Background: an optimization exercise with open tools, aiming at small area. Do not read the settings as production practice. Only simulation tests tie the RTL to the original design; equivalence was not proved. No driver is modelled on the clock port, so clocking that relies on it looks cheaper here than on a real chip. Power figures rest on the tool's default switching activity, not on a simulated workload.

## t11_cpu
module t11_cpu(
  input         clk,
  input         reset,
  output [15:0] addr,
  input  [15:0] din,
  output [15:0] dout,
  output        wr_n
);
==> module t11_cpu, before the edit <==
module t11_cpu(
  input         clk,
  input         reset,
  output [15:0] addr,
  input  [15:0] din,
  output [15:0] dout,
  output        wr_n
);
localparam F0 = 5'd0;   
localparam F1 = 5'd1;   
localparam F2 = 5'd2;   
localparam J0 = 5'd3;   
localparam N2 = 5'd4;   
localparam B0 = 5'd5;   
localparam B1 = 5'd6;
localparam B2 = 5'd7;
localparam B3 = 5'd8;   
localparam B4 = 5'd9;
localparam B5 = 5'd10;  
localparam PS = 5'd11;  
localparam D1 = 5'd12;  
localparam PD = 5'd13;  
localparam S0 = 5'd16;
localparam T0 = 5'd20;
reg [127:0] RF;         
reg [15:0]  W1, IR, DI;
reg         Z;
reg [4:0]   st;
wire       i6 = IR[15];
wire [2:0] i5 = IR[14:12];
wire [2:0] i4 = IR[11:9];
wire [2:0] i3 = IR[8:6];
wire [2:0] i2 = IR[5:3];
wire [2:0] i1 = IR[2:0];
wire rt   = st[4];
wire dst  = st[2];
wire [1:0] step = st[1:0];
wire src  = rt & ~dst;
wire dstr = rt & dst;
wire [2:0] smode = i5 == 3'd0 ? i2 : i5 == 3'd1 ? i4 : {i5[1:0], 1'b0};
wire [2:0] mode  = dst ? i2 : smode;
wire m0   = mode == 3'd0;
wire m1   = mode == 3'd1;
wire m24  = mode == 3'd2 || mode == 3'd4;    
wire m35  = mode == 3'd3 || mode == 3'd5;    
wire mdec = mode[2];                          
wire m67  = mode[2] & mode[1];
wire s_addr_r  = (st == F0) | (rt & step == 2'd0 & ~m0 & ~m67);
wire s_addr_di = rt & step == 2'd1 & m35;
wire s_wr      = dstr & ((step == 2'd0 & (m1 | m24)) | (step == 2'd1 & m35));
wire s_w1_rd   = src & step == 2'd0 & m0;                        
wire s_w1_di   = src & ((step == 2'd1 & (m1 | m24)) | (step == 2'd2 & m35));
wire s_incdec  = rt & ((step == {~dst, dst} & m24) | (step == {1'b1, ~dst} & m35));
wire s_t0      = dstr & step == 2'd0 & m0;                       
wire last      = rt & (m0 | m67 & step == 2'd0 | s_incdec | (m1 & step == {1'b0, ~dst}));
wire use_pc = (st == F0) | (st == F2) | (st == B5);
wire [2:0] ridx = ~rt ? 3'd7 : (dst | i5 == 3'd0) ? i1 : i3;
wire sel_w1 = (st == D1) | s_t0;
wire sel_di = s_addr_di | s_w1_di;
wire sel_rf = use_pc | s_addr_r | s_w1_rd | s_incdec;
wire sel_ps = reset & (st == J0);
reg [15:0] pc_rst;
always @(*)
  case (din[15:13])
    3'd0: pc_rst = 16'hc004;
    3'd1: pc_rst = 16'h8004;
    3'd2: pc_rst = 16'h4004;
    3'd3: pc_rst = 16'h2004;
    3'd4: pc_rst = 16'h1004;
    3'd5: pc_rst = 16'h0004;
    3'd6: pc_rst = 16'hf604;
    default: pc_rst = 16'hf404;
  endcase
reg [15:0] X;
integer k;
always @(*) begin
  X = ({16{sel_w1}} & W1) | ({16{sel_di}} & DI) | ({16{sel_ps}} & pc_rst);
  for (k = 0; k < 8; k = k + 1)
    X = X | ({16{sel_rf && ridx == k}} & RF[k*16 +: 16]);
end
wire w2 = ~i6 | (i1[2:1] == 2'b11);
wire sub = (s_incdec & mdec) | (st == D1) | (st == B5) | (st == B4);
wire [4:0] K = (st == B5) ? {IR[3:0], 1'b0} :
               (st == F2 | s_incdec) ? {3'b000, w2, ~w2} :
               (st == D1 | st == B4) ? 5'd1 : 5'd0;
wire [15:0] Kx = {11'd0, K} ^ {16{sub}};
reg [15:0] ALU;
reg [16:0] c;
integer b;
always @(*) begin
  c[0] = sub;
  for (b = 0; b < 16; b = b + 1) begin
    ALU[b] = X[b] ^ Kx[b] ^ c[b];
    c[b+1] = (X[b] & Kx[b]) | (c[b] & (X[b] ^ Kx[b]));
    if (b == 8)
      c[9] = sub ? (c[5] | (|X[8:5])) : (c[5] & (&X[8:5]));
    if (b == 12)
      c[13] = sub ? (c[9] | (|X[12:9])) : (c[9] & (&X[12:9]));
  end
end
assign addr = (s_addr_r | s_addr_di) ? X : 16'd0;
assign dout = W1;
assign wr_n = ~s_wr;
wire rf_we = ~reset & ((st == F2) | (st == B5) | s_incdec | s_t0);
wire [2:0] widx = use_pc ? 3'd7 : src ? i3 : i1;
integer r;
always @(posedge clk) begin
  for (r = 0; r < 8; r = r + 1) begin
    if ((rf_we && widx == r) || (reset && r == 7)) begin
      RF[r*16 +: 8] <= ALU[7:0];
      if (!i6 || reset) RF[r*16+8 +: 8] <= ALU[15:8];
    end
  end
end
wire w1_we = ~reset & (s_w1_rd | s_w1_di | (st == D1) | (st == B1) | (st == B4));
always @(posedge clk) begin
  if (w1_we) W1[7:0] <= ALU[7:0];
  if (w1_we & ~i6) W1[15:8] <= ALU[15:8];
end
always @(posedge clk) begin
  DI <= din;
  if (st == F1) IR[7:0] <= DI[7:0];
  if (st == F1 && !i6) IR[14:8] <= DI[14:8];
  if (reset) IR[15] <= 1'b0;
  else if (st == F1 && !i6) IR[15] <= DI[15];
end
always @(posedge clk) begin
  if (st == D1) Z <= W1 == 16'd1;    
  else if (st == B3) Z <= IR[3:0] == 4'd0 && (~i6 || W1[14:8] == 7'd0);
end
reg [4:0] nst;
always @(*) begin
  case (st)
    F0: nst = F1;
    F1: nst = F2;
    F2: nst = i5 == 3'd0 ? (i4 == 3'd0 ? F0 : i4 == 3'd1 ? B0 : i4 == 3'd5 ? PS : J0) :
              i5 == 3'd1 ? PS :
              (i5 == 3'd4 || i5 == 3'd5 || i5 == 3'd6) ? S0 : J0;
    N2: nst = J0;
    B0: nst = Z ? N2 : B1;
    B1: nst = B2;
    B2: nst = B3;
    B3: nst = B4;
    B4: nst = B5;
    B5: nst = J0;
    PS: nst = S0;
    D1: nst = PD;
    PD: nst = T0;
    default:
      if (rt) begin
        if (m67 && step == 2'd0) nst = F0;
        else if (last) nst = dst ? (i5 == 3'd1 ? N2 : J0) :
                                   (i5 == 3'd1 ? PD : i5 == 3'd0 ? D1 : J0);
        else nst = st + 5'd1;
      end else nst = F0;    
  endcase
end
always @(posedge clk)
  if (reset) st <= J0;
  else st <= nst;
endmodule
clock: 11.0 ns
lec_check: 0
abc_area: 1
cap_margin: 20
core_margin: 2
core_utilization: 40
slew_margin: 20
standard.sh (not shown) runs the stock make flow with config.mk's settings and CLKGATE_MAP_FILE= SYNTH_SCRIPT=/design/flow/synth_recipe.tcl, a recipe that flattens the netlist after the stock synthesis.
==> flow/flow/run.sh <==
#!/bin/bash
set -e
cp standard.sh standard_sh_copy.log
rm -rf scripts_abc_area
cp -r "$FLOW_HOME/scripts" scripts_abc_area
cp flow/abc_area.script scripts_abc_area/abc_area.script
SCRIPTS_DIR="$PWD/scripts_abc_area" bash standard.sh synth > standard_synth.log 2>&1
export BUFFER_PORTS_ARGS="-buffer_cell sky130_fd_sc_hd__buf_1"
export CTS_ARGS="-sink_clustering_enable -repair_clock_nets -dont_use_dummy_load -buf_list sky130_fd_sc_hd__clkbuf_8"
bash standard.sh cts > standard_cts.log 2>&1
RES_DIR="$PWD/orfs/results/sky130hd/t11_cpu/base" openroad -no_init -exit flow/clk_leaf_resize.tcl > clk_leaf_resize.log 2>&1
bash standard.sh > standard_finish.log 2>&1
Other scripts of this flow, unchanged in this note and not shown: flow/flow/abc_area.script, flow/flow/clk_leaf_resize.tcl
The baseline ran to the end with no violations.
Then changed:
--- a/flow/design.v
+++ b/flow/design.v
@@ -116,14 +116,14 @@
 always @(posedge clk) begin
   if (w1_we) W1[7:0] <= ALU[7:0];
   if (w1_we & ~i6) W1[15:8] <= ALU[15:8];
 end
 always @(posedge clk) begin
   DI <= din;
-  if (st == F1) IR[7:0] <= DI[7:0];
-  if (st == F1 && !i6) IR[14:8] <= DI[14:8];
+  if (reset || st == F1) IR[7:0] <= DI[7:0];
+  if (reset || (st == F1 && !i6)) IR[14:8] <= DI[14:8];
   if (reset) IR[15] <= 1'b0;
   else if (st == F1 && !i6) IR[15] <= DI[15];
 end
 always @(posedge clk) begin
   if (st == D1) Z <= W1 == 16'd1;    
   else if (st == B3) Z <= IR[3:0] == 4'd0 && (~i6 || W1[14:8] == 7'd0);
What happened: Register-to-register slack is better by 0.20 ns; hold slack hardly moves; cell area stays flat; worst setup slack is better by 0.20 ns; sequential cell count stays the same; total power goes up by 2.0%; clock power goes down by about 4%; routed wire length goes down by 2.8%; critical path depth goes down by 2; die area stays flat.

[afterwards: timing with drivers on the ports]
How much do the figures lean on ideal ports? The routed layouts below were timed once more, with nothing changed but the port constraints.
Step 1 (the two cells are an assumption about what drives the block):
set clk [get_ports {clk}]
set_driving_cell -lib_cell sky130_fd_sc_hd__clkbuf_16 $clk
set_driving_cell -lib_cell sky130_fd_sc_hd__buf_2 [delete_from_list [all_inputs] $clk]
Step 2, shift: input delay + t, output delay - t, t = (earliest + latest rising clock arrival at the registers) / 2. This alone moves slack from input paths to output paths.
Slacks: ideal / step 1 / step 2; pairs: ideal / step 1.
| run | t (ns) | setup WS [ns] | worst register clock-pin slew, ns |
|---|---|---|---|
| the first run | 0.491 | 1.505 / 1.505 / 1.505 | 0.11 / 0.11 |
| the second run | 0.481 | 1.706 / 1.706 / 1.706 | 0.12 / 0.12 |
After both steps setup and hold are still met in every run listed.
